From an optimization exercise on the open Yosys and OpenROAD flow, aimed at small area, a short achievable clock period and few clock cycles; shortcuts taken in it are not production practice.
The RTL was checked by simulation tests, not by an equivalence proof against the original design.

==> design/flow/config.mk <==
export PLATFORM = sky130hd
export DESIGN_NAME = fp4_fft
export DESIGN_NICKNAME = fp4_fft
export VERILOG_FILES = /design/flow/design.v
export SDC_FILE = /design/flow/constraint.sdc
export NUM_CORES = 4
export LEC_CHECK = 0
export ABC_AREA = 1
export CAP_MARGIN = 20
export CORE_MARGIN = 2
export CORE_UTILIZATION = 40
export CTS_BUF_LIST = sky130_fd_sc_hd__clkbuf_16
export CTS_CLUSTER_DIAMETER = 80
export CTS_CLUSTER_SIZE = 30
export SLEW_MARGIN = 20
export BUFFER_PORTS_ARGS = -buffer_cell sky130_fd_sc_hd__buf_4
export SETUP_SLACK_MARGIN = 15
==> design/flow/constraint.sdc <==
create_clock -name core_clock -period 20.0 [get_ports {clk}]
set_input_delay 4.0000 -clock core_clock [delete_from_list [all_inputs] [get_ports {clk}]]
set_output_delay 4.0000 -clock core_clock [all_outputs]
set_load 0.01 [all_outputs]
==> design/flow/design.v <==
module fp4_cmul_w(br, bi, widx, p_re, p_im);
  input [3:0] br;
  wire [3:0] br;
  input [3:0] bi;
  wire [3:0] bi;
  input [2:0] widx;
  wire [2:0] widx;
  output [3:0] p_re;
  wire [3:0] p_re;
  output [3:0] p_im;
  wire [3:0] p_im;
  wire _000_;
  wire _001_;
  wire _002_;
  wire _003_;
  wire _004_;
  wire _005_;
  wire _006_;
  wire _007_;
  wire _008_;
  wire _009_;
  wire _010_;
  wire _011_;
  wire _012_;
  wire _013_;
  wire _014_;
  wire _015_;
  wire _016_;
  wire _017_;
  wire _018_;
  wire _019_;
  wire _020_;
  wire _021_;
  wire _022_;
  wire _023_;
  wire _024_;
  wire _025_;
  wire _026_;
  wire _027_;
  wire _028_;
  wire _029_;
  wire _030_;
  wire _031_;
  wire _032_;
  wire _033_;
  wire _034_;
  wire _035_;
  wire _036_;
  wire _037_;
  wire _038_;
  wire _039_;
  wire _040_;
  wire _041_;
  wire _042_;
  wire _043_;
  wire _044_;
  wire _045_;
  wire _046_;
  wire _047_;
  wire _048_;
  wire _049_;
  wire _050_;
  wire _051_;
  wire _052_;
  wire _053_;
  wire _054_;
  wire _055_;
  wire _056_;
  wire _057_;
  wire _058_;
  wire _059_;
  wire _060_;
  wire _061_;
  wire _062_;
  wire _063_;
  wire _064_;
  wire _065_;
  wire _066_;
  wire _067_;
  wire _068_;
  wire _069_;
  wire _070_;
  wire _071_;
  wire _072_;
  wire _073_;
  wire _074_;
  wire _075_;
  wire _076_;
  wire _077_;
  wire _078_;
  wire _079_;
  wire _080_;
  wire _081_;
  wire _082_;
  wire _083_;
  wire _084_;
  wire _085_;
  wire _086_;
  wire _087_;
  wire _088_;
  wire _089_;
  wire _090_;
  wire _091_;
  wire _092_;
  wire _093_;
  wire _094_;
  wire _095_;
  wire _096_;
  wire _097_;
  wire _098_;
  wire _099_;
  wire _100_;
  wire _101_;
  wire _102_;
  wire _103_;
  wire _104_;
  wire _105_;
  wire _106_;
  wire _107_;
  wire _108_;
  wire _109_;
  wire _110_;
  wire _111_;
  wire _112_;
  wire _113_;
  wire _114_;
  wire _115_;
  wire _116_;
  wire _117_;
  wire _118_;
  wire _119_;
  wire _120_;
  wire _121_;
  wire _122_;
  wire _123_;
  wire _124_;
  wire _125_;
  wire _126_;
  wire _127_;
  wire _128_;
  wire _129_;
  wire _130_;
  wire _131_;
  wire _132_;
  wire _133_;
  wire _134_;
  wire _135_;
  wire _136_;
  wire _137_;
  wire _138_;
  wire _139_;
  wire _140_;
  wire _141_;
  wire _142_;
  wire _143_;
  wire _144_;
  wire _145_;
  wire _146_;
  wire _147_;
  wire _148_;
  wire _149_;
  wire _150_;
  wire _151_;
  wire _152_;
  wire _153_;
  wire _154_;
  wire _155_;
  wire _156_;
  wire _157_;
  wire _158_;
  wire _159_;
  wire _160_;
  wire _161_;
  wire _162_;
  wire _163_;
  wire _164_;
  wire _165_;
  wire _166_;
  wire _167_;
  wire _168_;
  wire _169_;
  wire _170_;
  wire _171_;
  wire _172_;
  wire _173_;
  wire _174_;
  wire _175_;
  wire _176_;
  wire _177_;
  wire _178_;
  wire _179_;
  wire _180_;
  wire _181_;
  wire _182_;
  wire _183_;
  wire _184_;
  wire _185_;
  wire _186_;
  wire _187_;
  wire _188_;
  wire _189_;
  wire _190_;
  wire _191_;
  wire _192_;
  wire _193_;
  wire _194_;
  wire _195_;
  wire _196_;
  wire _197_;
  wire _198_;
  wire _199_;
  wire _200_;
  wire _201_;
  wire _202_;
  wire _203_;
  wire _204_;
  wire _205_;
  wire _206_;
  wire _207_;
  wire _208_;
  wire _209_;
  wire _210_;
  wire _211_;
  wire _212_;
  wire _213_;
  wire _214_;
  wire _215_;
  wire _216_;
  wire _217_;
  wire _218_;
  wire _219_;
  wire _220_;
  wire _221_;
  wire _222_;
  wire _223_;
  wire _224_;
  wire _225_;
  wire _226_;
  wire _227_;
  wire _228_;
  wire _229_;
  wire _230_;
  wire _231_;
  wire _232_;
  wire _233_;
  wire _234_;
  wire _235_;
  wire _236_;
  wire _237_;
  wire _238_;
  wire _239_;
  wire _240_;
  wire _241_;
  wire _242_;
  wire _243_;
  wire _244_;
  wire _245_;
  wire _246_;
  wire _247_;
  wire _248_;
  wire _249_;
  wire _250_;
  wire _251_;
  wire _252_;
  wire _253_;
  wire _254_;
  wire _255_;
  wire _256_;
  wire _257_;
  wire _258_;
  wire _259_;
  wire _260_;
  wire _261_;
  wire _262_;
  wire _263_;
  wire _264_;
  wire _265_;
  wire _266_;
  wire _267_;
  wire _268_;
  wire _269_;
  wire _270_;
  wire _271_;
  wire _272_;
  wire _273_;
  wire _274_;
  wire _275_;
  wire _276_;
  wire _277_;
  wire _278_;
  wire _279_;
  wire _280_;
  wire _281_;
  wire _282_;
  wire _283_;
  wire _284_;
  wire _285_;
  wire _286_;
  wire _287_;
  wire _288_;
  wire _289_;
  wire _290_;
  wire _291_;
  wire _292_;
  wire _293_;
  wire _294_;
  wire _295_;
  wire _296_;
  wire _297_;
  wire _298_;
  wire _299_;
  wire [3:0] \a1.out ;
  wire [3:0] \a1.result ;
  wire [2:0] \a1.sig_l ;
  wire [2:0] \a1.sig_s ;
  wire [2:0] \a1.sig_s_unaligned ;
  wire \a1.sub ;
  wire [3:0] \m1.x ;
  wire [3:0] \m2.half ;
  wire [3:0] \m2.mhalf ;
  wire [3:0] \m2.x ;
  wire [3:0] \m3.half ;
  wire [3:0] \m3.x ;
  wire [3:0] \m4.half ;
  wire [3:0] \m4.x ;
  wire [3:0] \s1.out ;
  wire [3:0] \s1.result ;
  wire [2:0] \s1.sig_l ;
  wire [2:0] \s1.sig_s ;
  wire [2:0] \s1.sig_s_unaligned ;
  wire \s1.sub ;
  wire [2:0] \tw.idx ;
  assign _097_ = ~widx[2];
  assign _108_ = widx[1] & _097_;
  assign _119_ = _108_ & widx[0];
  assign _130_ = ~_119_;
  assign _141_ = ~widx[1];
  assign _152_ = _141_ & widx[2];
  assign _163_ = ~_152_;
  assign _174_ = _163_ & _130_;
  assign _183_ = ~widx[0];
  assign _194_ = _183_ & widx[1];
  assign _205_ = ~_194_;
  assign _216_ = _205_ & _174_;
  assign _226_ = _216_ & bi[1];
  assign _233_ = ~_226_;
  assign _234_ = _183_ & _141_;
  assign _235_ = ~_234_;
  assign _236_ = _235_ & bi[2];
  assign _237_ = ~_236_;
  assign _238_ = _237_ & _233_;
  assign _239_ = ~_238_;
  assign _240_ = _235_ & br[2];
  assign _241_ = ~_240_;
  assign _242_ = ~_174_;
  assign _243_ = _242_ & br[1];
  assign _244_ = ~_243_;
  assign _245_ = _244_ & _241_;
  assign _246_ = ~_245_;
  assign _247_ = _246_ & _239_;
  assign _248_ = ~_247_;
  assign _249_ = _235_ & br[1];
  assign _250_ = ~_249_;
  assign _251_ = _250_ & _174_;
  assign _252_ = ~_251_;
  assign _253_ = _252_ & br[2];
  assign _254_ = ~_253_;
  assign _255_ = ~_216_;
  assign _256_ = _235_ & bi[1];
  assign _257_ = ~_256_;
  assign _258_ = _257_ & _255_;
  assign _259_ = ~_258_;
  assign _260_ = _259_ & bi[2];
  assign _261_ = ~_260_;
  assign _262_ = _261_ & _254_;
  assign _263_ = _262_ & _248_;
  assign _264_ = ~_263_;
  assign _265_ = ~_262_;
  assign _266_ = _260_ & _253_;
  assign _267_ = ~_266_;
  assign _268_ = _267_ & _265_;
  assign _269_ = ~_268_;
  assign _270_ = _243_ & br[2];
  assign _271_ = ~_270_;
  assign _272_ = _216_ & bi[2];
  assign _273_ = _272_ & bi[1];
  assign _274_ = ~_273_;
  assign _275_ = _274_ & _271_;
  assign _276_ = _275_ & _269_;
  assign _277_ = ~_276_;
  assign _278_ = ~br[1];
  assign _279_ = _278_ & _183_;
  assign _280_ = ~_279_;
  assign _281_ = br[1] & widx[0];
  assign _282_ = ~_281_;
  assign _283_ = _282_ & bi[1];
  assign _284_ = _283_ & _280_;
  assign _285_ = ~_284_;
  assign _286_ = ~bi[1];
  assign _287_ = _281_ & _286_;
  assign _288_ = ~_287_;
  assign _289_ = _288_ & _285_;
  assign _290_ = _289_ & _247_;
  assign _291_ = ~_290_;
  assign _292_ = _242_ & br[0];
  assign _293_ = ~_292_;
  assign _294_ = _249_ & _245_;
  assign _295_ = ~_294_;
  assign _296_ = _295_ & _293_;
  assign _297_ = ~_296_;
  assign _298_ = _245_ & _238_;
  assign _299_ = _216_ & bi[0];
  assign _000_ = ~_299_;
  assign _001_ = _000_ & _257_;
  assign _002_ = ~_001_;
  assign _003_ = _002_ & _298_;
  assign _004_ = _003_ & _297_;
  assign _005_ = ~_004_;
  assign _006_ = _005_ & _291_;
  assign _007_ = ~_006_;
  assign _008_ = ~_272_;
  assign _009_ = _254_ & _239_;
  assign _010_ = ~_009_;
  assign _011_ = _010_ & _008_;
  assign _012_ = ~_011_;
  assign _013_ = _012_ & _000_;
  assign _014_ = ~_013_;
  assign _015_ = ~_003_;
  assign _016_ = _011_ & _015_;
  assign _017_ = _016_ & _296_;
  assign _018_ = ~_017_;
  assign _019_ = _018_ & _014_;
  assign _020_ = ~br[3];
  assign _021_ = _020_ & bi[3];
  assign _022_ = ~_021_;
  assign _023_ = ~bi[3];
  assign _024_ = br[3] & _023_;
  assign _025_ = ~_024_;
  assign _026_ = _025_ & _022_;
  assign _027_ = ~_026_;
  assign _028_ = _027_ & _019_;
  assign _029_ = ~_028_;
  assign _030_ = ~_019_;
  assign _031_ = _026_ & _030_;
  assign _032_ = ~_031_;
  assign _033_ = _032_ & _029_;
  assign _034_ = ~_033_;
  assign _035_ = _034_ & _007_;
  assign _036_ = ~_035_;
  assign _037_ = _036_ & _277_;
  assign _038_ = ~_037_;
  assign _039_ = _038_ & _247_;
  assign _040_ = ~_275_;
  assign _041_ = _026_ & _040_;
  assign _042_ = ~_041_;
  assign _043_ = _027_ & _275_;
  assign _044_ = ~_043_;
  assign _045_ = _044_ & _042_;
  assign _046_ = _045_ & _039_;
  assign _047_ = ~_046_;
  assign _048_ = _047_ & _264_;
  assign _049_ = ~_048_;
  assign _050_ = _030_ & _007_;
  assign _051_ = ~_050_;
  assign _052_ = _019_ & _006_;
  assign _053_ = ~_052_;
  assign _054_ = _053_ & _051_;
  assign _055_ = ~_054_;
  assign _056_ = _055_ & _298_;
  assign _057_ = ~_056_;
  assign _058_ = _057_ & _049_;
  assign p_im[2] = ~_058_;
  assign _059_ = _298_ & _262_;
  assign _060_ = _059_ & _036_;
  assign _061_ = ~_060_;
  assign _062_ = _061_ & _047_;
  assign _063_ = ~_062_;
  assign _064_ = _063_ & _054_;
  assign _065_ = ~_064_;
  assign _066_ = _262_ & _247_;
  assign _067_ = ~_066_;
  assign _068_ = _067_ & _065_;
  assign _069_ = _035_ & _040_;
  assign _070_ = ~_069_;
  assign _071_ = _037_ & _275_;
  assign _072_ = ~_071_;
  assign _073_ = _072_ & _070_;
  assign p_im[1] = _073_ & _068_;
  assign _074_ = ~_039_;
  assign _075_ = ~_059_;
  assign _076_ = _075_ & _055_;
  assign p_im[0] = _076_ & _074_;
  assign _077_ = _242_ & bi[1];
  assign _078_ = ~_077_;
  assign _079_ = _257_ & _174_;
  assign _080_ = _079_ & _236_;
  assign _081_ = ~_080_;
  assign _082_ = _081_ & _078_;
  assign _083_ = ~_082_;
  assign _084_ = _216_ & br[1];
  assign _085_ = ~_084_;
  assign _086_ = _085_ & _241_;
  assign _087_ = ~_086_;
  assign _088_ = ~_079_;
  assign _089_ = _088_ & bi[2];
  assign _090_ = ~_089_;
  assign _091_ = _090_ & _087_;
  assign _092_ = ~_091_;
  assign _093_ = _216_ & br[2];
  assign _094_ = ~_093_;
  assign _095_ = _094_ & _092_;
  assign _096_ = _095_ & _083_;
  assign _098_ = ~_096_;
  assign _099_ = ~_095_;
  assign _100_ = _250_ & _255_;
  assign _101_ = ~_100_;
  assign _102_ = _101_ & _085_;
  assign _103_ = ~_102_;
  assign _104_ = _103_ & _099_;
  assign _105_ = ~_104_;
  assign _106_ = _105_ & _098_;
  assign _107_ = _090_ & _082_;
  assign _109_ = _216_ & br[0];
  assign _110_ = ~_109_;
  assign _111_ = _086_ & _249_;
  assign _112_ = ~_111_;
  assign _113_ = _112_ & _110_;
  assign _114_ = ~_113_;
  assign _115_ = _087_ & _082_;
  assign _116_ = ~_289_;
  assign _117_ = _089_ & _116_;
  assign _118_ = _117_ & _115_;
  assign _120_ = ~_118_;
  assign _121_ = ~_115_;
  assign _122_ = _101_ & br[2];
  assign _123_ = ~_122_;
  assign _124_ = _123_ & _090_;
  assign _125_ = _124_ & _121_;
  assign _126_ = _125_ & _098_;
  assign _127_ = ~_126_;
  assign _128_ = _127_ & _120_;
  assign _129_ = ~_128_;
  assign _131_ = _129_ & _114_;
  assign _132_ = _242_ & bi[0];
  assign _133_ = ~_132_;
  assign _134_ = _107_ & _256_;
  assign _135_ = ~_134_;
  assign _136_ = _135_ & _133_;
  assign _137_ = ~_136_;
  assign _138_ = _137_ & _131_;
  assign _139_ = ~_138_;
  assign _140_ = _139_ & _107_;
  assign _142_ = ~_140_;
  assign _143_ = _142_ & _026_;
  assign _144_ = ~_143_;
  assign _145_ = ~_107_;
  assign _146_ = _087_ & _289_;
  assign _147_ = _146_ & _145_;
  assign _148_ = _113_ & _099_;
  assign _149_ = ~_148_;
  assign _150_ = ~_131_;
  assign _151_ = _150_ & _095_;
  assign _153_ = _151_ & _136_;
  assign _154_ = ~_153_;
  assign _155_ = _154_ & _149_;
  assign _156_ = _155_ & _147_;
  assign _157_ = ~_156_;
  assign _158_ = ~_147_;
  assign _159_ = ~_155_;
  assign _160_ = _159_ & _158_;
  assign _161_ = ~_160_;
  assign _162_ = _161_ & _157_;
  assign _164_ = _162_ & _139_;
  assign _165_ = ~_164_;
  assign _166_ = _165_ & _144_;
  assign _167_ = ~_166_;
  assign _168_ = _159_ & _026_;
  assign _169_ = ~_168_;
  assign _170_ = _169_ & _147_;
  assign _171_ = _170_ & _167_;
  assign _172_ = ~_171_;
  assign _173_ = _172_ & _128_;
  assign _175_ = ~_173_;
  assign _176_ = _175_ & _167_;
  assign _177_ = ~_176_;
  assign _178_ = _177_ & _106_;
  assign _179_ = ~_178_;
  assign _180_ = ~_106_;
  assign _181_ = _175_ & _180_;
  assign _182_ = ~_181_;
  assign p_re[1] = _182_ & _179_;
  assign p_re[0] = _173_ & _162_;
  assign _184_ = ~p_re[1];
  assign _185_ = ~_124_;
  assign _186_ = _144_ & _106_;
  assign _187_ = ~_186_;
  assign _188_ = _143_ & _180_;
  assign _189_ = ~_188_;
  assign _190_ = _189_ & _187_;
  assign _191_ = ~_190_;
  assign _192_ = _191_ & _175_;
  assign _193_ = ~_192_;
  assign _195_ = _193_ & _185_;
  assign _196_ = ~_195_;
  assign _197_ = _191_ & _124_;
  assign _198_ = _197_ & _176_;
  assign _199_ = ~_198_;
  assign _200_ = _199_ & _196_;
  assign _201_ = _200_ & _184_;
  assign _202_ = ~_201_;
  assign _203_ = ~_151_;
  assign _204_ = _203_ & _020_;
  assign _206_ = ~_204_;
  assign _207_ = _235_ & _023_;
  assign _208_ = ~_207_;
  assign _209_ = _234_ & bi[3];
  assign _210_ = ~_209_;
  assign _211_ = _210_ & _208_;
  assign _212_ = ~_211_;
  assign _213_ = _212_ & _151_;
  assign _214_ = ~_213_;
  assign _215_ = _214_ & _206_;
  assign p_re[3] = _215_ & _202_;
  assign _217_ = ~_068_;
  assign _218_ = _217_ & _058_;
  assign _219_ = ~_218_;
  assign _220_ = ~_016_;
  assign _221_ = _220_ & _023_;
  assign _222_ = ~_221_;
  assign _223_ = _235_ & br[3];
  assign _224_ = ~_223_;
  assign _225_ = _234_ & _020_;
  assign _227_ = ~_225_;
  assign _228_ = _227_ & _224_;
  assign _229_ = ~_228_;
  assign _230_ = _229_ & _016_;
  assign _231_ = ~_230_;
  assign _232_ = _231_ & _222_;
  assign p_im[3] = _232_ & _219_;
  assign p_re[2] = ~_200_;
  assign \s1.sub  = 1'h1;
  assign \s1.out  = p_re;
  assign \s1.sig_l [2] = 1'h0;
  assign \s1.sig_s_unaligned [2] = 1'h0;
  assign \s1.sig_s [2] = 1'h0;
  assign \s1.result  = p_re;
  assign \m4.x  = bi;
  assign \m4.half [2:0] = \m2.half [2:0];
  assign \m3.x  = br;
  assign \m3.half [3] = 1'hx;
  assign \a1.result  = p_im;
  assign \a1.sig_s [2] = 1'h0;
  assign \a1.sig_s_unaligned [2] = 1'h0;
  assign \m2.x  = bi;
  assign \m2.half [3] = 1'hx;
  assign \m2.mhalf [2:0] = \m2.half [2:0];
  assign \a1.sig_l [2] = 1'h0;
  assign \m1.x  = br;
  assign \tw.idx  = widx;
  assign \a1.out  = p_im;
  assign \a1.sub  = 1'h0;
endmodule
module fp4_cmul_w2(br, bi, w, p_re, p_im);
  input [3:0] br;
  wire [3:0] br;
  input [3:0] bi;
  wire [3:0] bi;
  input [1:0] w;
  wire [1:0] w;
  output [3:0] p_re;
  wire [3:0] p_re;
  output [3:0] p_im;
  wire [3:0] p_im;
  wire _000_;
  wire _001_;
  wire _002_;
  wire _003_;
  wire _004_;
  wire _005_;
  wire _006_;
  wire _007_;
  wire _008_;
  wire _009_;
  wire _010_;
  wire _011_;
  wire _012_;
  wire _013_;
  wire _014_;
  wire _015_;
  wire _016_;
  wire _017_;
  wire _018_;
  wire _019_;
  wire _020_;
  wire _021_;
  wire _022_;
  wire _023_;
  wire _024_;
  wire _025_;
  wire _026_;
  wire _027_;
  wire _028_;
  wire _029_;
  wire _030_;
  wire _031_;
  wire _032_;
  wire _033_;
  wire _034_;
  wire _035_;
  wire _036_;
  wire _037_;
  wire _038_;
  wire _039_;
  wire _040_;
  wire _041_;
  wire _042_;
  wire _043_;
  wire _044_;
  wire _045_;
  wire _046_;
  wire _047_;
  wire _048_;
  wire _049_;
  wire _050_;
  wire _051_;
  wire _052_;
  wire _053_;
  wire _054_;
  wire _055_;
  wire _056_;
  wire _057_;
  wire _058_;
  wire _059_;
  wire _060_;
  wire _061_;
  wire _062_;
  wire _063_;
  wire _064_;
  wire _065_;
  wire _066_;
  wire _067_;
  wire _068_;
  wire _069_;
  wire _070_;
  wire _071_;
  wire _072_;
  wire _073_;
  wire _074_;
  wire _075_;
  wire _076_;
  wire _077_;
  wire _078_;
  wire _079_;
  wire _080_;
  wire _081_;
  wire _082_;
  wire _083_;
  wire _084_;
  wire _085_;
  wire _086_;
  wire _087_;
  wire _088_;
  wire _089_;
  wire _090_;
  wire _091_;
  wire _092_;
  wire _093_;
  wire _094_;
  wire _095_;
  wire _096_;
  wire _097_;
  wire _098_;
  wire _099_;
  wire _100_;
  wire _101_;
  wire _102_;
  wire _103_;
  wire _104_;
  wire _105_;
  wire _106_;
  wire _107_;
  wire _108_;
  wire _109_;
  wire _110_;
  wire _111_;
  wire _112_;
  wire _113_;
  wire _114_;
  wire _115_;
  wire _116_;
  wire _117_;
  wire _118_;
  wire _119_;
  wire _120_;
  wire _121_;
  wire _122_;
  wire _123_;
  wire _124_;
  wire _125_;
  wire _126_;
  wire _127_;
  wire _128_;
  wire _129_;
  wire _130_;
  wire _131_;
  wire _132_;
  wire _133_;
  wire _134_;
  wire _135_;
  wire _136_;
  wire _137_;
  wire _138_;
  wire _139_;
  wire _140_;
  wire _141_;
  wire _142_;
  wire _143_;
  wire _144_;
  wire _145_;
  wire _146_;
  wire _147_;
  wire _148_;
  wire _149_;
  wire _150_;
  wire _151_;
  wire _152_;
  wire _153_;
  wire _154_;
  wire _155_;
  wire _156_;
  wire _157_;
  wire [3:0] \u.a1.out ;
  wire [3:0] \u.a1.result ;
  wire [2:0] \u.a1.sig_l ;
  wire [2:0] \u.a1.sig_s ;
  wire [2:0] \u.a1.sig_s_unaligned ;
  wire \u.a1.sub ;
  wire [3:0] \u.bi ;
  wire [3:0] \u.br ;
  wire [3:0] \u.m1.x ;
  wire [3:0] \u.m2.half ;
  wire [3:0] \u.m2.mhalf ;
  wire [3:0] \u.m2.x ;
  wire [3:0] \u.m3.half ;
  wire [3:0] \u.m3.x ;
  wire [3:0] \u.m4.half ;
  wire [3:0] \u.m4.x ;
  wire [3:0] \u.p_im ;
  wire [3:0] \u.p_re ;
  wire [3:0] \u.s1.out ;
  wire [3:0] \u.s1.result ;
  wire [2:0] \u.s1.sig_l ;
  wire [2:0] \u.s1.sig_s ;
  wire [2:0] \u.s1.sig_s_unaligned ;
  wire \u.s1.sub ;
  wire [2:0] \u.tw.idx ;
  wire [2:0] \u.widx ;
  assign _077_ = br[1] & br[2];
  assign _078_ = ~_077_;
  assign _079_ = bi[2] & bi[1];
  assign _080_ = ~_079_;
  assign _081_ = bi[2] & br[2];
  assign _082_ = ~_081_;
  assign _083_ = _082_ & _080_;
  assign _084_ = _083_ & _078_;
  assign _085_ = ~_084_;
  assign _086_ = _085_ & w[0];
  assign _087_ = ~_086_;
  assign _088_ = bi[1] & br[1];
  assign _089_ = ~_088_;
  assign _090_ = _089_ & w[0];
  assign _091_ = ~_090_;
  assign _092_ = _091_ & bi[2];
  assign _093_ = ~_092_;
  assign _094_ = ~br[3];
  assign _095_ = ~bi[3];
  assign _096_ = _095_ & _094_;
  assign _097_ = ~_096_;
  assign _098_ = bi[3] & br[3];
  assign _099_ = ~_098_;
  assign _100_ = _099_ & _097_;
  assign _101_ = ~bi[2];
  assign _102_ = _089_ & _101_;
  assign _103_ = ~_102_;
  assign _104_ = _103_ & _100_;
  assign _105_ = _104_ & _093_;
  assign _106_ = ~_105_;
  assign _107_ = ~br[2];
  assign _108_ = _101_ & _107_;
  assign _109_ = ~_108_;
  assign _110_ = _109_ & _082_;
  assign _111_ = ~_110_;
  assign _112_ = _111_ & w[0];
  assign _113_ = ~_112_;
  assign _114_ = ~bi[1];
  assign _115_ = ~w[0];
  assign _116_ = ~w[1];
  assign _117_ = _116_ & _115_;
  assign _118_ = _117_ & _114_;
  assign _119_ = ~_118_;
  assign _120_ = ~br[1];
  assign _121_ = w[1] & _115_;
  assign _122_ = _121_ & _120_;
  assign _123_ = ~_122_;
  assign _124_ = _123_ & _119_;
  assign _125_ = _124_ & _113_;
  assign _126_ = ~_125_;
  assign _127_ = _126_ & _106_;
  assign _128_ = _127_ & _086_;
  assign _129_ = ~_128_;
  assign _130_ = _114_ & _120_;
  assign _131_ = ~_130_;
  assign _132_ = _131_ & _089_;
  assign _133_ = _132_ & _112_;
  assign _134_ = ~_133_;
  assign _135_ = _117_ & br[0];
  assign _136_ = ~_135_;
  assign _137_ = _121_ & bi[0];
  assign _138_ = ~_137_;
  assign _139_ = _138_ & _136_;
  assign _140_ = _139_ & _134_;
  assign _141_ = _140_ & _129_;
  assign _142_ = ~_141_;
  assign _143_ = ~_100_;
  assign _144_ = _128_ & _143_;
  assign _145_ = ~_144_;
  assign _146_ = ~_127_;
  assign _147_ = _146_ & _087_;
  assign _148_ = ~_147_;
  assign _149_ = _148_ & _145_;
  assign _150_ = _131_ & _091_;
  assign _151_ = _150_ & _149_;
  assign _152_ = ~_151_;
  assign _153_ = ~_149_;
  assign _154_ = ~_132_;
  assign _155_ = _154_ & _115_;
  assign _156_ = ~_155_;
  assign _157_ = _156_ & _091_;
  assign _000_ = ~_157_;
  assign _001_ = _000_ & _153_;
  assign _002_ = ~_001_;
  assign _003_ = _002_ & _152_;
  assign _004_ = _003_ & _142_;
  assign _005_ = _004_ & _087_;
  assign _006_ = ~_005_;
  assign _007_ = _117_ & br[2];
  assign _008_ = ~_007_;
  assign _009_ = _121_ & bi[2];
  assign _010_ = ~_009_;
  assign _011_ = _010_ & _008_;
  assign _012_ = _100_ & _081_;
  assign _013_ = ~_012_;
  assign _014_ = _013_ & _086_;
  assign _015_ = ~_014_;
  assign _016_ = _015_ & _011_;
  assign _017_ = _016_ & _006_;
  assign p_re[2] = ~_017_;
  assign _018_ = _011_ & _004_;
  assign _019_ = ~_018_;
  assign _020_ = ~_003_;
  assign _021_ = _020_ & _087_;
  assign _022_ = ~_021_;
  assign _023_ = _022_ & _019_;
  assign p_re[1] = ~_023_;
  assign _024_ = ~_140_;
  assign p_re[0] = _019_ & _024_;
  assign _025_ = _117_ & bi[2];
  assign _026_ = ~_025_;
  assign _027_ = _121_ & br[2];
  assign _028_ = ~_027_;
  assign _029_ = _028_ & _026_;
  assign _030_ = _029_ & _127_;
  assign _031_ = _117_ & bi[0];
  assign _032_ = ~_031_;
  assign _033_ = _121_ & br[0];
  assign _034_ = ~_033_;
  assign _035_ = _034_ & _032_;
  assign _036_ = _035_ & _134_;
  assign _037_ = _036_ & _013_;
  assign _038_ = _037_ & _030_;
  assign _039_ = ~_038_;
  assign _040_ = _029_ & _153_;
  assign _041_ = ~_040_;
  assign p_im[2] = _041_ & _039_;
  assign _042_ = ~_030_;
  assign _043_ = _042_ & _149_;
  assign _044_ = ~_043_;
  assign p_im[1] = _044_ & _039_;
  assign _045_ = ~_036_;
  assign p_im[0] = _045_ & _042_;
  assign _046_ = _023_ & _017_;
  assign _047_ = ~_046_;
  assign _048_ = _080_ & br[2];
  assign _049_ = ~_048_;
  assign _050_ = _101_ & _114_;
  assign _051_ = ~_050_;
  assign _052_ = _051_ & w[0];
  assign _053_ = _052_ & _049_;
  assign _054_ = _053_ & _095_;
  assign _055_ = ~_054_;
  assign _056_ = _121_ & _095_;
  assign _057_ = ~_056_;
  assign _058_ = ~_053_;
  assign _059_ = ~_121_;
  assign _060_ = _059_ & br[3];
  assign _061_ = ~_060_;
  assign _062_ = _061_ & _058_;
  assign _063_ = _062_ & _057_;
  assign _064_ = ~_063_;
  assign _065_ = _064_ & _055_;
  assign p_re[3] = _065_ & _047_;
  assign _066_ = ~_117_;
  assign _067_ = _058_ & _066_;
  assign _068_ = ~_067_;
  assign _069_ = _068_ & bi[3];
  assign _070_ = ~_069_;
  assign _071_ = _094_ & _115_;
  assign _072_ = ~_071_;
  assign _073_ = _072_ & _062_;
  assign _074_ = ~_073_;
  assign _075_ = _074_ & _070_;
  assign _076_ = ~_075_;
  assign p_im[3] = _076_ & _039_;
  assign \u.s1.sig_l [2] = 1'h0;
  assign \u.s1.sig_s_unaligned [2] = 1'h0;
  assign \u.s1.sig_s [2] = 1'h0;
  assign \u.m2.x  = bi;
  assign \u.m2.half [3] = 1'hx;
  assign \u.m2.mhalf [2:0] = \u.m2.half [2:0];
  assign \u.s1.result  = p_re;
  assign \u.m3.half [3] = 1'hx;
  assign \u.m3.x  = br;
  assign \u.s1.out  = p_re;
  assign \u.m1.x  = br;
  assign \u.s1.sub  = 1'h1;
  assign \u.m4.half [2:0] = \u.m2.half [2:0];
  assign \u.m4.x  = bi;
  assign \u.tw.idx  = { w, 1'h0 };
  assign \u.p_im  = p_im;
  assign \u.p_re  = p_re;
  assign \u.widx  = { w, 1'h0 };
  assign \u.bi  = bi;
  assign \u.br  = br;
  assign \u.a1.result  = p_im;
  assign \u.a1.sig_s [2] = 1'h0;
  assign \u.a1.sig_s_unaligned [2] = 1'h0;
  assign \u.a1.sig_l [2] = 1'h0;
  assign \u.a1.out  = p_im;
  assign \u.a1.sub  = 1'h0;
endmodule
module fp4_addsub2(a, p, x, y);
  input [3:0] a;
  wire [3:0] a;
  input [3:0] p;
  wire [3:0] p;
  output [3:0] x;
  wire [3:0] x;
  output [3:0] y;
  wire [3:0] y;
  wire _000_;
  wire _001_;
  wire _002_;
  wire _003_;
  wire _004_;
  wire _005_;
  wire _006_;
  wire _007_;
  wire _008_;
  wire _009_;
  wire _010_;
  wire _011_;
  wire _012_;
  wire _013_;
  wire _014_;
  wire _015_;
  wire _016_;
  wire _017_;
  wire _018_;
  wire _019_;
  wire _020_;
  wire _021_;
  wire _022_;
  wire _023_;
  wire _024_;
  wire _025_;
  wire _026_;
  wire _027_;
  wire _028_;
  wire _029_;
  wire _030_;
  wire _031_;
  wire _032_;
  wire _033_;
  wire _034_;
  wire _035_;
  wire _036_;
  wire _037_;
  wire _038_;
  wire _039_;
  wire _040_;
  wire _041_;
  wire _042_;
  wire _043_;
  wire _044_;
  wire _045_;
  wire _046_;
  wire _047_;
  wire _048_;
  wire _049_;
  wire _050_;
  wire _051_;
  wire _052_;
  wire _053_;
  wire _054_;
  wire _055_;
  wire _056_;
  wire _057_;
  wire _058_;
  wire _059_;
  wire _060_;
  wire _061_;
  wire _062_;
  wire _063_;
  wire _064_;
  wire _065_;
  wire _066_;
  wire _067_;
  wire _068_;
  wire _069_;
  wire _070_;
  wire _071_;
  wire _072_;
  wire _073_;
  wire _074_;
  wire _075_;
  wire _076_;
  wire _077_;
  wire _078_;
  wire _079_;
  wire _080_;
  wire _081_;
  wire _082_;
  wire _083_;
  wire _084_;
  wire _085_;
  wire _086_;
  wire _087_;
  wire _088_;
  wire _089_;
  wire _090_;
  wire _091_;
  wire _092_;
  wire _093_;
  wire _094_;
  wire _095_;
  wire _096_;
  wire _097_;
  wire _098_;
  wire _099_;
  wire _100_;
  wire _101_;
  wire _102_;
  wire _103_;
  wire _104_;
  wire _105_;
  wire _106_;
  wire _107_;
  wire _108_;
  wire _109_;
  wire _110_;
  wire _111_;
  wire _112_;
  wire _113_;
  wire _114_;
  wire _115_;
  wire _116_;
  wire _117_;
  wire _118_;
  wire _119_;
  wire _120_;
  wire _121_;
  wire _122_;
  wire _123_;
  wire _124_;
  wire _125_;
  wire _126_;
  wire _127_;
  wire _128_;
  wire _129_;
  wire _130_;
  wire _131_;
  wire _132_;
  wire _133_;
  wire _134_;
  wire _135_;
  wire _136_;
  wire _137_;
  wire _138_;
  wire _139_;
  wire _140_;
  wire _141_;
  wire _142_;
  wire _143_;
  wire _144_;
  wire _145_;
  wire _146_;
  wire _147_;
  wire _148_;
  wire _149_;
  wire _150_;
  wire _151_;
  wire _152_;
  wire _153_;
  wire _154_;
  wire _155_;
  wire _156_;
  wire _157_;
  wire _158_;
  wire [2:0] \u_d.x ;
  wire [2:0] \u_d.y ;
  wire [2:0] \u_s.x ;
  wire [2:0] \u_s.y ;
  wire [2:0] xm;
  wire [2:0] ym;
  assign _066_ = ~p[2];
  assign _075_ = ~a[1];
  assign _079_ = _075_ & p[1];
  assign _080_ = ~_079_;
  assign _081_ = _080_ & _066_;
  assign _082_ = ~_081_;
  assign _083_ = ~a[2];
  assign _084_ = ~p[1];
  assign _085_ = a[1] & _084_;
  assign _086_ = ~_085_;
  assign _087_ = _086_ & _083_;
  assign _088_ = ~_087_;
  assign _089_ = _088_ & _082_;
  assign _090_ = ~_089_;
  assign _091_ = _088_ & a[0];
  assign _092_ = ~_091_;
  assign _093_ = _082_ & p[0];
  assign _094_ = ~_093_;
  assign _095_ = _094_ & _092_;
  assign _096_ = ~_095_;
  assign _097_ = _096_ & _090_;
  assign _098_ = ~_097_;
  assign _099_ = ~p[0];
  assign _100_ = a[2] & _066_;
  assign _101_ = ~_100_;
  assign _102_ = _083_ & _066_;
  assign _103_ = ~_102_;
  assign _104_ = a[2] & p[2];
  assign _105_ = ~_104_;
  assign _106_ = _105_ & _103_;
  assign _107_ = ~_106_;
  assign _108_ = _086_ & p[0];
  assign _109_ = ~_108_;
  assign _110_ = _109_ & _080_;
  assign _111_ = _110_ & _107_;
  assign _112_ = ~_111_;
  assign _113_ = _112_ & _101_;
  assign _114_ = _113_ & _099_;
  assign _115_ = ~_114_;
  assign _116_ = ~_113_;
  assign _117_ = ~a[0];
  assign _118_ = _086_ & p[2];
  assign _119_ = ~_118_;
  assign _120_ = _119_ & _117_;
  assign _121_ = _120_ & _116_;
  assign _122_ = ~_121_;
  assign _123_ = _122_ & _115_;
  assign _124_ = ~_123_;
  assign _125_ = _124_ & _089_;
  assign _126_ = ~_125_;
  assign _127_ = p[0] & a[0];
  assign _128_ = _075_ & _084_;
  assign _129_ = _128_ & a[2];
  assign _130_ = ~_129_;
  assign _131_ = a[1] & p[1];
  assign _132_ = _131_ & _083_;
  assign _133_ = ~_132_;
  assign _134_ = _133_ & _130_;
  assign _135_ = ~_134_;
  assign _136_ = _135_ & _127_;
  assign _137_ = ~_136_;
  assign _138_ = _137_ & _126_;
  assign _139_ = ~_138_;
  assign _140_ = ~a[3];
  assign _141_ = _140_ & p[3];
  assign _142_ = ~_141_;
  assign _143_ = ~p[3];
  assign _144_ = a[3] & _143_;
  assign _145_ = ~_144_;
  assign _146_ = _145_ & _142_;
  assign _147_ = ~_146_;
  assign _148_ = _147_ & _139_;
  assign _149_ = ~_148_;
  assign _150_ = _149_ & _098_;
  assign y[0] = ~_150_;
  assign _151_ = _125_ & _106_;
  assign _152_ = ~_151_;
  assign _153_ = _122_ & _107_;
  assign _154_ = ~_153_;
  assign _155_ = _154_ & _128_;
  assign _156_ = ~_155_;
  assign _157_ = _131_ & _107_;
  assign _158_ = ~_157_;
  assign _000_ = a[1] & a[0];
  assign _001_ = ~_000_;
  assign _002_ = p[0] & p[1];
  assign _003_ = ~_002_;
  assign _004_ = _003_ & _001_;
  assign _005_ = ~_004_;
  assign _006_ = _005_ & _104_;
  assign _007_ = ~_006_;
  assign _008_ = _007_ & _158_;
  assign _009_ = _008_ & _156_;
  assign _010_ = _009_ & _152_;
  assign _011_ = _010_ & _147_;
  assign _012_ = ~_011_;
  assign _013_ = ~_127_;
  assign _014_ = _099_ & _117_;
  assign _015_ = ~_014_;
  assign _016_ = _015_ & _013_;
  assign _017_ = _016_ & _128_;
  assign _018_ = ~_017_;
  assign _019_ = ~_128_;
  assign _020_ = _019_ & _090_;
  assign _021_ = ~_020_;
  assign _022_ = _021_ & _018_;
  assign _023_ = _022_ & _010_;
  assign _024_ = ~_023_;
  assign _025_ = ~_010_;
  assign _026_ = _086_ & _080_;
  assign _027_ = _026_ & _025_;
  assign _028_ = ~_027_;
  assign _029_ = _028_ & _024_;
  assign _030_ = _029_ & _146_;
  assign _031_ = ~_030_;
  assign _032_ = _031_ & _012_;
  assign y[1] = ~_032_;
  assign _033_ = _146_ & _139_;
  assign _034_ = ~_033_;
  assign _035_ = _034_ & _098_;
  assign x[0] = ~_035_;
  assign _036_ = _010_ & _146_;
  assign _037_ = ~_036_;
  assign _038_ = _029_ & _147_;
  assign _039_ = ~_038_;
  assign _040_ = _039_ & _037_;
  assign x[1] = ~_040_;
  assign _041_ = _018_ & _102_;
  assign _042_ = ~_041_;
  assign _043_ = _042_ & _008_;
  assign _044_ = ~_043_;
  assign _045_ = _044_ & _134_;
  assign _046_ = ~_045_;
  assign _047_ = _046_ & _147_;
  assign _048_ = ~_047_;
  assign _049_ = ~_016_;
  assign _050_ = _049_ & _157_;
  assign _051_ = ~_050_;
  assign _052_ = _128_ & _104_;
  assign _053_ = ~_052_;
  assign _054_ = _053_ & _042_;
  assign _055_ = _054_ & _051_;
  assign _056_ = _055_ & _152_;
  assign _057_ = _056_ & _146_;
  assign _058_ = ~_057_;
  assign _059_ = _058_ & _048_;
  assign y[2] = ~_059_;
  assign _060_ = _059_ & _032_;
  assign _061_ = ~_060_;
  assign _062_ = _113_ & p[3];
  assign _063_ = ~_062_;
  assign _064_ = _116_ & _140_;
  assign _065_ = ~_064_;
  assign _067_ = _065_ & _063_;
  assign y[3] = _067_ & _061_;
  assign _068_ = _046_ & _146_;
  assign _069_ = ~_068_;
  assign _070_ = _056_ & _147_;
  assign _071_ = ~_070_;
  assign _072_ = _071_ & _069_;
  assign x[2] = ~_072_;
  assign _073_ = _072_ & _040_;
  assign _074_ = ~_073_;
  assign _076_ = _113_ & _143_;
  assign _077_ = ~_076_;
  assign _078_ = _077_ & _065_;
  assign x[3] = _078_ & _074_;
  assign \u_s.y  = p[2:0];
  assign \u_s.x  = a[2:0];
  assign \u_d.y  = p[2:0];
  assign \u_d.x  = a[2:0];
  assign ym = y[2:0];
  assign xm = x[2:0];
endmodule
module fp4_butterfly(
    input [7:0] A,
    input [7:0] B,
    input [2:0] widx,
    output [7:0] X,
    output [7:0] Y
);
    wire [3:0] p_re, p_im;
    fp4_cmul_w cm (.br(B[7:4]), .bi(B[3:0]), .widx(widx), .p_re(p_re), .p_im(p_im));
    fp4_addsub2 xr (.a(A[7:4]), .p(p_re), .x(X[7:4]), .y(Y[7:4]));
    fp4_addsub2 xi (.a(A[3:0]), .p(p_im), .x(X[3:0]), .y(Y[3:0]));
endmodule
module fp4_butterfly_w2(
    input [7:0] A,
    input [7:0] B,
    input [1:0] w,
    output [7:0] X,
    output [7:0] Y
);
    wire [3:0] p_re, p_im;
    fp4_cmul_w2 cm (.br(B[7:4]), .bi(B[3:0]), .w(w), .p_re(p_re), .p_im(p_im));
    fp4_addsub2 xr (.a(A[7:4]), .p(p_re), .x(X[7:4]), .y(Y[7:4]));
    fp4_addsub2 xi (.a(A[3:0]), .p(p_im), .x(X[3:0]), .y(Y[3:0]));
endmodule
module fp4_z(
    input [3:0] x,
    output [3:0] y
);
    wire sub = (x[2:1] == 2'b00);
    assign y = {x[3] & (x[2:0] != 3'b000), x[2] | (sub & x[0]), x[1] | (sub & x[0]), x[0] & ~sub};
endmodule
module fp4_butterfly_w0(
    input [7:0] A,
    input [7:0] B,
    output [7:0] X,
    output [7:0] Y
);
    wire [3:0] p_re, p_im;
    fp4_z zr (.x(B[7:4]), .y(p_re));
    fp4_z zi (.x(B[3:0]), .y(p_im));
    fp4_addsub2 xr (.a(A[7:4]), .p(p_re), .x(X[7:4]), .y(Y[7:4]));
    fp4_addsub2 xi (.a(A[3:0]), .p(p_im), .x(X[3:0]), .y(Y[3:0]));
endmodule
module fp4_butterfly_w08(
    input [7:0] A,
    input [7:0] B,
    input w8,
    output [7:0] X,
    output [7:0] Y
);
    wire [3:0] zr, zi;
    fp4_z u_r (.x(B[7:4]), .y(zr));
    fp4_z u_i (.x(B[3:0]), .y(zi));
    wire [3:0] p_re = w8 ? {zi[3] ^ (zi != 4'h0), zi[2:0]} : zr;
    wire [3:0] p_im = w8 ? zr : zi;
    fp4_addsub2 xr (.a(A[7:4]), .p(p_re), .x(X[7:4]), .y(Y[7:4]));
    fp4_addsub2 xi (.a(A[3:0]), .p(p_im), .x(X[3:0]), .y(Y[3:0]));
endmodule
module sdf_stage #(
    parameter D = 8
)(
    input wire clk,
    input wire en,
    input wire phase,
    input wire [7:0] s_in,
    input wire [7:0] X,
    input wire [7:0] Y,
    output wire [7:0] A,
    output wire [7:0] s_out
);
    reg [8*D-1:0] dl;  
    assign A = dl[8*D-1 -: 8];
    generate
        if (D == 1) begin : g1
            always @(posedge clk)
                if (en) dl <= phase ? Y : s_in;
        end else begin : gn
            always @(posedge clk)
                if (en) dl <= {dl[8*(D-1)-1:0], phase ? Y : s_in};
        end
    endgenerate
    assign s_out = phase ? X : A;
endmodule
module fp4_fft #(
    parameter MAX_N = 32,
    parameter ADDR_WIDTH = $clog2(MAX_N)
)(
    input wire clk,
    input wire rst,
    input wire start,
    input wire [ADDR_WIDTH-1:0] N,  
    output reg done,
    output reg error,
    input wire [7:0] data_in,  
    input wire data_in_valid,  
    output reg [7:0] data_out,  
    output reg data_out_valid,  
    output reg fft_ready  
);
    reg n16, n8;
    always @(posedge clk) begin
        n16 <= (N == 5'd16);
        n8 <= (N == 5'd8);
    end
    wire [3:0] mask = n16 ? 4'hf : n8 ? 4'h7 : 4'h3;
    function [14:0] stage_ctl;
        input [3:0] x;
        input m16, m8;
        reg [3:0] l0, l1, l2, l3, l4, l5, cm, r;
        reg hi4;
        begin
            l0 = x - 4'd1;
            l1 = x - 4'd10;
            l2 = x - 4'd15;
            l3 = x - 4'd2;
            l4 = x - 4'd3;
            l5 = x - 4'd10;
            hi4 = m16 ? l4[3] : m8 ? l4[2] : l4[1];
            cm = x & (m16 ? 4'hf : m8 ? 4'h7 : 4'h3);
            r = m16 ? 4'd12 : m8 ? 4'd0 : 4'd2;
            stage_ctl[14] = m16 & l0[3];
            stage_ctl[13] = (m16 | m8) & l1[2];
            stage_ctl[12] = l2[1];
            stage_ctl[11] = l3[0];
            stage_ctl[10] = m16 & l1[3];
            stage_ctl[9:8] = m16 ? {l2[2], l2[3]} : m8 ? {l2[2], 1'b0} : 2'b00;
            stage_ctl[7:5] = m16 ? {l3[1], l3[2], l3[3]} : m8 ? {l3[1], l3[2], 1'b0} : {l3[1], 2'b00};
            stage_ctl[4] = hi4 & ~l4[0];
            stage_ctl[3] = m16 & l5[2] & ~l5[1];
            stage_ctl[2] = (cm >= r);
            stage_ctl[1] = (r != 4'd0) & (cm == r - 4'd1);
            stage_ctl[0] = 1'b0;
        end
    endfunction
    reg in_frame;  
    reg [3:0] c;  
    reg [5:0] fv;  
    reg en;  
    reg [14:0] ctl;  
    wire start_now = data_in_valid & ~in_frame & fft_ready;
    wire adv = in_frame ? data_in_valid : 1'b1;
    wire [3:0] cur = start_now ? 4'd0 : c;
    wire last = in_frame & data_in_valid & ((c & mask) == mask);
    wire wrap = adv & ((cur & mask) == mask);
    wire in_frame_n = start_now | (in_frame & ~last);
    wire [3:0] c_n = adv ? cur + 4'd1 : c;
    wire last_slot = ((c & mask) == mask);
    wire wrap_next = (((c + 4'd1) & mask) == 4'd0);
    wire [14:0] ctl_inc = stage_ctl(c + 4'd1, n16, n8);
    wire [14:0] ctl_one = stage_ctl(4'd1, N == 5'd16, N == 5'd8);
    always @(posedge clk)
        ctl <= ~adv ? ctl : start_now ? ctl_one : ctl_inc;
    wire ph8 = ctl[14], ph4 = ctl[13], ph2 = ctl[12], ph1 = ctl[11];
    wire k4 = ctl[10];
    wire [1:0] k2 = ctl[9:8];
    wire [2:0] k1 = ctl[7:5];
    wire cond1 = ctl[4], cond2 = ctl[3];
    wire out_v = n16 ? (ctl[2] ? fv[0] : fv[1]) : n8 ? fv[2] : (ctl[2] ? fv[4] : fv[5]);
    wire [5:0] keep = n16 ? 6'b000011 : n8 ? 6'b000111 : 6'b111111;
    always @(posedge clk or negedge rst) begin
        if (!rst) begin
            in_frame <= 1'b0;
            c <= 4'hf;  
            fv <= 6'b000000;
            fft_ready <= 1'b0;
            done <= 1'b0;
            error <= 1'b0;
            data_out_valid <= 1'b0;
            en <= 1'b0;
        end else begin
            in_frame <= in_frame_n;
            c <= c_n;
            en <= adv;
            fft_ready <= in_frame ? (data_in_valid & last_slot) : (~(data_in_valid & fft_ready) & wrap_next);
            done <= last;
            error <= start & ((N == 5'd0) | ((N & (N - 5'd1)) != 5'd0));
            data_out_valid <= en & out_v;
            if (wrap)
                fv <= {fv[4:0], in_frame} & keep;
            else if (en & ctl[1]) begin
                if (n16) fv[1] <= 1'b0;
                else fv[5] <= 1'b0;
            end
        end
    end
    reg [7:0] in_reg, o8, o4, o2;
    wire [7:0] s8, s4, s2, s1;
    wire [7:0] a8, a4, a2, a1, x8, y8, x4, y4, x2, y2, x1, y1;
    wire [7:0] b4 = o8;
    wire [7:0] b2 = o4;
    fp4_butterfly_w0 bf8 (.A(a8), .B(in_reg), .X(x8), .Y(y8));
    fp4_butterfly_w08 bf4 (.A(a4), .B(b4), .w8(k4), .X(x4), .Y(y4));
    fp4_butterfly_w2 bf2 (.A(a2), .B(b2), .w(k2), .X(x2), .Y(y2));
    fp4_butterfly bf1 (.A(a1), .B(o2), .widx(k1), .X(x1), .Y(y1));
    sdf_stage #(.D(8)) st8 (.clk(clk), .en(en), .phase(ph8), .s_in(in_reg),
                            .X(x8), .Y(y8), .A(a8), .s_out(s8));
    sdf_stage #(.D(4)) st4 (.clk(clk), .en(en), .phase(ph4), .s_in(b4),
                            .X(x4), .Y(y4), .A(a4), .s_out(s4));
    sdf_stage #(.D(2)) st2 (.clk(clk), .en(en), .phase(ph2), .s_in(b2),
                            .X(x2), .Y(y2), .A(a2), .s_out(s2));
    sdf_stage #(.D(1)) st1 (.clk(clk), .en(en), .phase(ph1), .s_in(o2),
                            .X(x1), .Y(y1), .A(a1), .s_out(s1));
    reg [55:0] rv1;
    reg [15:0] rv2;
    wire [7:0] tap1 = n16 ? rv1[55:48] : n8 ? rv1[23:16] : rv1[7:0];
    wire [7:0] q1 = cond1 ? s1 : tap1;
    wire [7:0] q2 = cond2 ? q1 : rv2[15:8];
    always @(posedge clk)
        in_reg <= data_in;
    always @(posedge clk) begin
        if (en) begin
            o8 <= s8;
            o4 <= s4;
            o2 <= s2;
            rv1 <= {rv1[47:0], cond1 ? tap1 : s1};
            rv2 <= {rv2[7:0], cond2 ? rv2[15:8] : q1};
            data_out <= q2;
        end
    end
endmodule
==> design/flow/flow/run.sh <==
#!/bin/bash
set -e
echo "export BUFFER_PORTS_ARGS = -buffer_cell sky130_fd_sc_hd__buf_4" >> "$FLOW_CONFIG"
echo "export SETUP_SLACK_MARGIN = 15" >> "$FLOW_CONFIG"
bash standard.sh > standard_flow.log 2>&1
==> design/flow/standard.sh <==
#!/bin/bash
# synth_recipe.tcl (not shown) runs the flow's synth.tcl, then flattens the netlist and writes it again
# the make line also repeats each setting of config.mk as NAME=value (left out here)
make -C /OpenROAD-flow-scripts/flow DESIGN_CONFIG=/design/flow/config.mk WORK_HOME=/design/flow/orfs CLKGATE_MAP_FILE= SYNTH_SCRIPT=/design/flow/synth_recipe.tcl "${@:-finish}"
==> results.cfg, run 1 <==
[status]
outcome = complete, no violations

[place]
io_buffers = 28
place_congestion = 0.826
post-dp-hpwl_um = 20100
place_ws_ps = 14610

[hold_path]
whs_path_depth = 0
whs_endpoint = rv1[40]
worst_hold_path_type = flip-flop to flip-flop
min_from = rv1[32]

[final_layout]
num-fill-cells = 3319
nets = 1644
top_register = st8.dl
multi_input_area_mm2 = 0.00553
area_growth_pct = 10.2
top_regs = st8.dl (64), rv1 (56), st4.dl (32)
ff_latch_area_mm2 = 0.00776
diodes = 0
drive_above_1_share_pct = 8.34
largest_reg_flops = 64

[detailed_routing]
drt_wl_total_um = 27900
drtIter0Drc = 682
detail_route.wl_per_cell_um = 13.9
drt-vias-per-instance = 4.99
ant_nets = 0
firstDrtPassIters = 5
vias = 10100
route.detailed.drc = 0

[clock_network]
cts-buffers-inserted = 16
root_buffer = clkbuf_16
path_clk_slew_ps = 100
insertion_delay_ps = 520
cts_hold_buf = 0
cts_tree = done
h-tree-depth = 1
cts.sinks = 264
cts_buffer_depth = 3

[timing]
tns_ps = 0
max_freq_mhz = 197
timing.final.ws_setup_ps = 14940
worstMarginPinSlew_ps = 1020
rsz0062_at_grt = true
hold_viol_final = 0
fin_crit_ps = 5060
clock-skew-final_ps = 36.4
max-slew-margin-rel_pct = 31.9
setup_viol = 0
finalMaxSlewViolations = 0
post-route-period-util_pct = 25.3

[global_routing]
grt-ovfl-total = 0
top_usage_layer = met2
grt_max_degree = 77
grt_use_met1_pct = 22.1
grt_pass1_wl_um = 47200
grt.met2_usage_pct = 25.5
grt_pass1_vias = 9611
antenna_found_initial = 0
use_met3_pct = 1.90
track_usage_pct = 15.5

[worst_setup_path]
cp-end-kind = primary output
critPathKind = flip-flop to primary output
startpoint = fft_ready
slowest_delay_ps = 420
critPathBufInv = 1
path_cells = buf_6
arrival_ps = 1070
cp_slowest_cell = dfrtp_2
critPathTopFamily = flip-flops
start_kind = flip-flop
reg2reg_from = ctl[6]
worstPathRequired_ps = 16000
regToRegSetupSlack_ps = 15580
critPathMaxFanout = 2
r2r_cells = 37
r2r-end = rv2[5]

[floorplanning]
num_rows = 68
ios = 29
dieWidth_um = 192
start_util_pct = 40.8
die_area_mm2 = 0.0369
die_y_um = 192
core-area_mm2 = 0.0347

[synthesis]
syn_area_per_cell_um2 = 9.34
ys_seq_area_share_pct = 54.7
synth_ff_type = edfxtp_1
synthCells = 1517
synth_cell_type_count = 56
yosysWarningCount = 5
synth_edf_count = 238
synthArstFlopShare_pct = 6.06
synthesis.nets = 1612
ys_ff_latch = 264
syn_area_mm2 = 0.0142

[run]
drv_cap = 0
[logic make-up (layout without fill, tap and decap cells)]
| family | after synthesis | in the layout | synth area share, % |
|---|---|---|---|
| mux | 8 | 8 | 0.574 |
| compound gates | 288 | 288 | 11.7 |
| simple gates | 611 | 611 | 18.1 |
| xor+xnor | 20 | 20 | 1.34 |
| buf+inv | 248 | 290 | 6.60 |
| flops | 264 | 264 | 54.7 |
| fa+ha+maj | 78 | 78 | 6.89 |
[cell usage in the layout (no fill, tap or decap), drive strengths merged, types with 2 or more instances in the layout]
cell / n
a21boi: 4
a21o: 2
a21oi: 50
a22o: 4
a22oi: 16
a31oi: 3
and2: 2
buf: 36
clkbuf: 16
clkinv: 7
dfrtp: 12
dfstp: 4
dfxtp: 10
edfxtp: 238
ha: 78
inv: 230
mux2i: 7
nand2: 405
nand3: 76
nand3b: 2
nand4: 9
nor2: 95
nor3: 9
o2111ai: 8
o211ai: 8
o21ai: 161
o22ai: 19
o31ai: 6
o32ai: 3
or2: 10
xnor2: 6
xor2: 14
[through the flow]
step / util (%) / instances / hold slack [ps] / cell area, um^2
CTS: 44.9 / 2012 / 420 / 15600
global route: 45.0 / 2014 / 424 / 15600
global placement: 43.1 / 1983 / 401 / 15000
detailed placement: 43.1 / 1983 / 405 / 15000
floorplan: - / 1517 / 400 / 14200
finish: 45.0 / 2014 / 421 / 15600
[per-layer routing]
metal,share of wire (%),vias up,routed length [um]
met4,1.9,0,530
met2,46,152,12700
li1,-,5187,-
met5,0,-,0
met3,3.5,33,971
met1,49,4681,13700
[final cells by class]
type,instances,share of cell area [%]
clock buffers,16,2.56
clock inverters,12,1.26
inverters,226,5.43
multi-input cells,1005,35.4
flip-flops and latches,264,49.7
well taps,455,3.65
repair buffers,36,1.97
[worst max path at each step]
stage	slack, ps	end	depth (start not counted)
floorplan	14950	fv[4]	8
global placement	14660	fv[4]	6
detailed placement	14610	fv[4]	9
CTS	14910	fft_ready	1
global route	14890	fft_ready	1
finish	14940	fft_ready	1
[timing repair]
| action | CTS | global route |
|---|---|---|
| endpoints found under the setup margin | 12 | 18 |
| setup buffers | 1 | 2 |
| cloned | 0 | 0 |
| pin swaps | 0 | 1 |
| gates resized for setup | 8 | 3 |
[cell usage after synthesis, types with 14 or more instances]
master,count,area [um^2]
a21oi_1,50,250
a22oi_1,16,120
clkbuf_1,17,63.8
edfxtp_1,238,7150
ha_1,78,976
inv_1,215,807
nand2_1,390,1460
nand2_2,14,87.6
nand3_1,69,345
nor2_1,91,342
o21ai_0,143,716
o22ai_1,18,113
Testbench counts, summed over its fixed seeds: cycles 5,352.
==> inputs of run 2 (changes only) <==
--- a/design/flow/config.mk
+++ b/design/flow/config.mk
@@ -11,7 +11,7 @@
 export CORE_UTILIZATION = 40
 export CTS_BUF_LIST = sky130_fd_sc_hd__clkbuf_16
 export CTS_CLUSTER_DIAMETER = 80
-export CTS_CLUSTER_SIZE = 30
+export CTS_CLUSTER_SIZE = 25
 export SLEW_MARGIN = 20
 export BUFFER_PORTS_ARGS = -buffer_cell sky130_fd_sc_hd__buf_4
 export SETUP_SLACK_MARGIN = 15
==> results.cfg, run 2 <==
[status]
outcome = complete, no violations

[worst_setup_path]
cp.depth = 1
r2r-end = rv2[5]
regToRegSetupSlack_ps = 15610
start_kind = flip-flop
slowest_delay_ps = 390
critPathBufInv = 1
reg2reg_from = ctl[6]
startpoint = data_out[2]
critPathKind = flip-flop to primary output
cp-end-kind = primary output
worstPathRequired_ps = 16000
path_cells = buf_6
arrival_ps = 1040
critPathMaxFanout = 1
cp_slowest_cell = edfxtp_1
r2r_cells = 37
crit_end = data_out[2]
critPathTopFamily = flip-flops

[synthesis]
synth_cell_type_count = 56
synthesis.nets = 1612
ys_ff_latch = 264
syn_area_per_cell_um2 = 9.34
synth_largest_area_cell = edfxtp_1
yosysMostFrequentCell = nand2_1
yosysWarningCount = 5
ys_seq_area_share_pct = 54.7
syn_area_mm2 = 0.0142
synth_top_cells_by_count = 390 x nand2_1, 238 x edfxtp_1, 215 x inv_1
synthCells = 1517
synth_top_area_share_pct = 50.4
synthArstFlopShare_pct = 6.06
synth_edf_count = 238
synth_ff_type = edfxtp_1
synth_area_leaders = edfxtp_1 50%, nand2_1 10%, ha_1 6.9%

[final_layout]
top_regs = st8.dl (64), rv1 (56), st4.dl (32)
num-fill-cells = 3323
fin_cells = 2014
final_util_pct = 44.8
mostFrequentLayoutCell = nand2_1
drive_above_1_share_pct = 8.21
nets = 1644
area_growth_pct = 9.63
diodes = 0
final_cell_mix = 388 x nand2_1, 238 x edfxtp_1, 218 x inv_1, 140 x o21ai_0, 89 x nor2_1
fin_area_mm2 = 0.0155
largest_reg_flops = 64
top_register = st8.dl

[clock_network]
cts-buffers-inserted = 16
cts_hold_buf = 0
path_clk_slew_ps = 100
cts_tree = done
cts.sinks = 264
h-tree-depth = 1
cts_buffer_depth = 3
insertion_delay_ps = 510
root_buffer = clkbuf_16

[place]
post-dp-hpwl_um = 20100
dp_cells = 1983
place_congestion = 0.826
io_buffers = 28
place_ws_ps = 14610
dpl-instance-area_mm2 = 0.0150

[global_routing]
grt_pass1_wl_um = 47000
top_usage_layer = met2
grt_pass1_vias = 9559
grt_max_degree = 77
antenna_found_initial = 0
grt_use_met1_pct = 22.2
grt-ovfl-total = 0
track_usage_pct = 15.4
grt.met2_usage_pct = 25.3
use_met3_pct = 1.57

[hold_path]
worst_hold_path_type = flip-flop to flip-flop

[detailed_routing]
drt-vias-per-instance = 5.00
ant_nets = 0
firstDrtPassIters = 5
detail_route.wl_per_cell_um = 13.8
drt_wl_total_um = 27800
drtIter0Drc = 756
route.detailed.drc = 0
vias = 10100

[timing]
max-slew-margin-rel_pct = 30.7
tns_ps = 0
max_freq_mhz = 198
finalMaxSlewViolations = 0
hold_viol_final = 0
worstMarginPinSlew_ps = 1040
post-route-period-util_pct = 25.2
fin_crit_ps = 5040
timing.final.ws_setup_ps = 14960
setup_viol = 0
fin_hold_ws_ps = 408
rsz0062_at_grt = true
clock-skew-final_ps = 36.5

[run]
drv_cap = 0

[floorplanning]
start_util_pct = 40.8
num_rows = 68
core-area_mm2 = 0.0347
dieWidth_um = 192
die_area_mm2 = 0.0369
die_y_um = 192
ios = 29
-- run 2: cell counts after synthesis --
Identical to the previous run, type by type.
-- run 2: logic make-up (layout without fill, tap and decap cells) --
kind of cell / after synthesis / after routing / share of synthesized area (%)
DFF: 264 / 264 / 54.7
and+or+nand+nor: 611 / 611 / 18.1
AOI/OAI and AO/OA: 288 / 288 / 11.7
xor gates and xnor gates: 20 / 20 / 1.34
muxes: 8 / 8 / 0.574
buffers and inverters: 248 / 290 / 6.60
adders and majority gates: 78 / 78 / 6.89
-- run 2: metal layers --
layer	vias to the layer above	wire length [um]
li1	5192	-
met3	28	777
met4	0	429
met1	4695	13900
met5	-	0
met2	149	12700
-- run 2: how the worst min path moves through the flow --
| stage | slack (ps) | endpoint | from | cells after the start |
|---|---|---|---|---|
| 3_3_place_gp | 400 | rv1[55] | rv1[47] | 0 |
| 5_1_grt | 410 | rv2[12] | rv2[4] | 0 |
| 4_1_cts | 410 | st4.dl[28] | st4.dl[20] | 0 |
| 3_5_place_dp | 400 | rv1[38] | rv1[30] | 0 |
| 6_report | 410 | st4.dl[28] | st4.dl[20] | 0 |
| 2_1_floorplan | 400 | rv1[16] | rv1[8] | 0 |
-- run 2: area by class of cell --
type / count / area [um^2] / share of cell area, %
clock inverter: 11 / 90.1 / 0.580
timing repair buffer: 36 / 308 / 1.98
clock buffer: 17 / 425 / 2.74
inverter: 226 / 848 / 5.46
tap: 455 / 569 / 3.66
sequential: 264 / 7760 / 49.9
multi-input combinational: 1005 / 5540 / 35.6
-- run 2: worst reg2reg max path: cells and delay by family, from the launching register on --
kind / cells / cell delay (ps)
DFF: 1 / 530
AOI/OAI and AO/OA: 2 / 360
and+or+nand+nor: 30 / 2600
buffers and inverters: 4 / 440
adders and majority gates: 1 / 240
-- run 2: repair_timing --
action,CTS,global route
pin swaps,0,2
setup buffers,1,2
cloned,0,0
setup endpoints to repair,12,16
gates resized for setup,7,6

## afterwards: timing with drivers on the ports
The flow's constraints put no driver on any port. The routed layouts listed below were extracted and timed again, unchanged, in two steps. Step 1: set_driving_cell puts a clkbuf_16 on clk and a buf_2 on each other input, an assumption about the parent block. Step 2 adds t to the input delays and takes it off the output delays; t is the mean of the earliest and latest rising clock arrival at the registers after step 1. Input paths then give back, and output paths get back, about the clock's delay inside the block. a / b / c = ideal ports / drivers / drivers and shift; a / b = the first two.
run	t (ns)	setup slack, ns	cell pins on the clock port's net
run 1	0.554	14.935 / 14.887 / 14.625	1
run 2	0.539	14.961 / 14.914 / 14.633	1
After both steps setup and hold are still met in every run listed. The setup slack of run 2, which loses most, moves by -0.047 ns with the drivers and by -0.328 ns with both steps.
